From an optimization exercise on the open Yosys and OpenROAD flow, aimed at small area, a short achievable clock period and few clock cycles per item; shortcuts taken in it are not production practice. Power figures rest on the tool's default switching activity, not on a simulated workload.

## rev 12
==> flow/design.v <==
module sort_pipe #(
parameter DATA_WIDTH='d8
)(
input                         clk,
input                         rst_n,
input                         client_val,
input [(8*DATA_WIDTH)-1:0]    client_data,
output reg                    client_rdy,
input                         sort_rdy,
output reg                    sort_val,
output reg [8*DATA_WIDTH-1:0] sort_data
);
localparam W = DATA_WIDTH;
function gt8(input [7:0] a, input [7:0] b);
   reg [7:0] g1, l1;
   reg [3:0] g2, l2;
   reg [1:0] g3, l3;
   integer n;
   begin
      g1 = a & ~b;
      l1 = ~a & b;
      for (n = 0; n < 4; n = n + 1) begin
         g2[n] = g1[2*n+1] | (~l1[2*n+1] & g1[2*n]);
         l2[n] = l1[2*n+1] | (~g1[2*n+1] & l1[2*n]);
      end
      for (n = 0; n < 2; n = n + 1) begin
         g3[n] = g2[2*n+1] | (~l2[2*n+1] & g2[2*n]);
         l3[n] = l2[2*n+1] | (~g2[2*n+1] & l2[2*n]);
      end
      gt8 = g3[1] | (~l3[1] & g3[0]);
   end
endfunction
function [2:0] cnt7(input [6:0] v);
   reg s1, c1, s2, c2, c3;
   begin
      s1 = v[0] ^ v[1] ^ v[2];
      c1 = (v[0] & v[1]) | (v[2] & (v[0] ^ v[1]));
      s2 = v[3] ^ v[4] ^ v[5];
      c2 = (v[3] & v[4]) | (v[5] & (v[3] ^ v[4]));
      cnt7[0] = s1 ^ s2 ^ v[6];
      c3 = (s1 & s2) | (v[6] & (s1 ^ s2));
      cnt7[1] = c1 ^ c2 ^ c3;
      cnt7[2] = (c1 & c2) | (c3 & (c1 ^ c2));
   end
endfunction
reg       g [0:7][0:7];    
reg [6:0] b;
reg [2:0] rank_in [0:7];
integer i, j, n;
always @(*) begin
   for (i = 0; i < 8; i = i + 1)
      for (j = 0; j < 8; j = j + 1)
         g[i][j] = 1'b0;
   for (i = 0; i < 8; i = i + 1)
      for (j = i + 1; j < 8; j = j + 1)
         g[i][j] = gt8(client_data[W*i +: W], client_data[W*j +: W]);
   for (i = 0; i < 8; i = i + 1) begin
      n = 0;
      b = 7'd0;
      for (j = 0; j < 8; j = j + 1)
         if (j != i) begin
            b[n] = (j > i) ? g[i][j] : ~g[j][i];
            n = n + 1;
         end
      rank_in[i] = cnt7(b);
   end
end
reg [8*W-1:0] x;
reg [23:0]    r;
reg           vld;
wire adv = ~vld | sort_rdy;
always @(posedge clk or negedge rst_n) begin
   if (~rst_n) vld <= 1'b0;
   else if (adv) vld <= client_val;
end
always @(posedge clk) begin
   if (adv) begin
      x <= client_data;
      for (i = 0; i < 8; i = i + 1) r[3*i +: 3] <= rank_in[i];
   end
end
reg [W-1:0] o;
integer k;
always @(*) begin
   sort_val   = vld;
   client_rdy = adv;
   for (k = 0; k < 8; k = k + 1) begin
      o = {W{1'b0}};
      for (i = 0; i < 8; i = i + 1)
         o = o | (x[W*i +: W] & {W{r[3*i +: 3] == k}});
      sort_data[W*(7-k) +: W] = o;
   end
end
endmodule
==> flow/config.mk <==
export PLATFORM = sky130hd
export DESIGN_NAME = sort_pipe
export DESIGN_NICKNAME = sort_pipe
export VERILOG_FILES = /design/flow/design.v
export SDC_FILE = /design/flow/constraint.sdc
export NUM_CORES = 4
export LEC_CHECK = 0
export CAP_MARGIN = 20
export CORE_MARGIN = 2
export CORE_UTILIZATION = 40
export PLACE_DENSITY = 0.6
export SLEW_MARGIN = 20
==> flow/constraint.sdc <==
create_clock -name core_clock -period 3.0 [get_ports {clk}]
set_input_delay 0.6000 -clock core_clock [delete_from_list [all_inputs] [get_ports {clk}]]
set_output_delay 0.6000 -clock core_clock [all_outputs]
set_load 0.01 [all_outputs]
run.sh (not shown) runs the stock make flow with config.mk's settings and CLKGATE_MAP_FILE= SYNTH_SCRIPT=/design/flow/synth_recipe.tcl, a recipe that flattens the netlist after the stock synthesis.
| rev 12 | all stages done | FAIL | negative setup slack |
--- input diff rev 12..rev 13 ---
-- flow/design.v --
<<< rev 12, line 13
localparam W = DATA_WIDTH;
function gt8(input [7:0] a, input [7:0] b);
   reg [7:0] g1, l1;
   reg [3:0] g2, l2;
   reg [1:0] g3, l3;
   integer n;
   begin
      g1 = a & ~b;
      l1 = ~a & b;
      for (n = 0; n < 4; n = n + 1) begin
         g2[n] = g1[2*n+1] | (~l1[2*n+1] & g1[2*n]);
         l2[n] = l1[2*n+1] | (~g1[2*n+1] & l1[2*n]);
      end
      for (n = 0; n < 2; n = n + 1) begin
         g3[n] = g2[2*n+1] | (~l2[2*n+1] & g2[2*n]);
         l3[n] = l2[2*n+1] | (~g2[2*n+1] & l2[2*n]);
      end
      gt8 = g3[1] | (~l3[1] & g3[0]);
   end
endfunction
>>> rev 13, line 13
localparam W = DATA_WIDTH;
function gt8(input [7:0] a, input [7:0] b);
   reg [7:0] g1, e1;
   reg [3:0] g2, e2;
   reg [1:0] g3, e3;
   integer n;
   begin
      g1 = a & ~b;
      e1 = ~(a ^ b);
      for (n = 0; n < 4; n = n + 1) begin
         g2[n] = g1[2*n+1] | (e1[2*n+1] & g1[2*n]);
         e2[n] = e1[2*n+1] & e1[2*n];
      end
      for (n = 0; n < 2; n = n + 1) begin
         g3[n] = g2[2*n+1] | (e2[2*n+1] & g2[2*n]);
         e3[n] = e2[2*n+1] & e2[2*n];
      end
      gt8 = g3[1] | (e3[1] & g3[0]);
   end
endfunction
--- outcome ---
Ran to the end and failed final checks on negative setup slack: rev 13.
When rev 13 is measured against rev 12, its clock group share of total power turns out 0.2 points higher.
The final hold slack on rev 12 is in line with that on rev 13.
Diff rev 12 -> rev 13 | global-route usage | decrease of 4.9 points
Routed via count came out lower on rev 13 than on rev 12.
Higher detailed placer's ending HPWL among rev 12 and rev 13: rev 12
The standard cells in rev 13 occupy more silicon area than those in rev 12 do.
Of rev 12 and rev 13, the run reporting the lower number of non-clock buffers in the layout was rev 13.
In the reports for rev 12 and rev 13, the larger synthesized area belongs to rev 13.
No functional check of the RTL was part of any run of this note.

[separate check: timing with driven ports]
The results above use ideal ports. As a check the final layouts listed here were re-extracted and re-timed, cells and wires unchanged.
Step 1, drivers: a clkbuf_16 drives clk and a buf_2 each remaining input, both assumed.
Step 2, shift: input delay + t, output delay - t, t = (earliest + latest rising clock arrival at the registers) / 2. This alone moves slack from input paths to output paths.
a / b / c = no drivers / after step 1 / after step 2; a / b = the first two.
| run | t, ns | setup slack, ns | pins driven straight from the clock port |
|---|---|---|---|
| rev 12 | 0.375 | -0.739 / -0.744 / -1.119 | 1 |
| rev 13 | 0.365 | -0.318 / -0.328 / -0.694 | 1 |
For rev 12, which loses most, drivers alone change the setup slack by -0.005 ns; drivers and shift together by -0.380 ns.
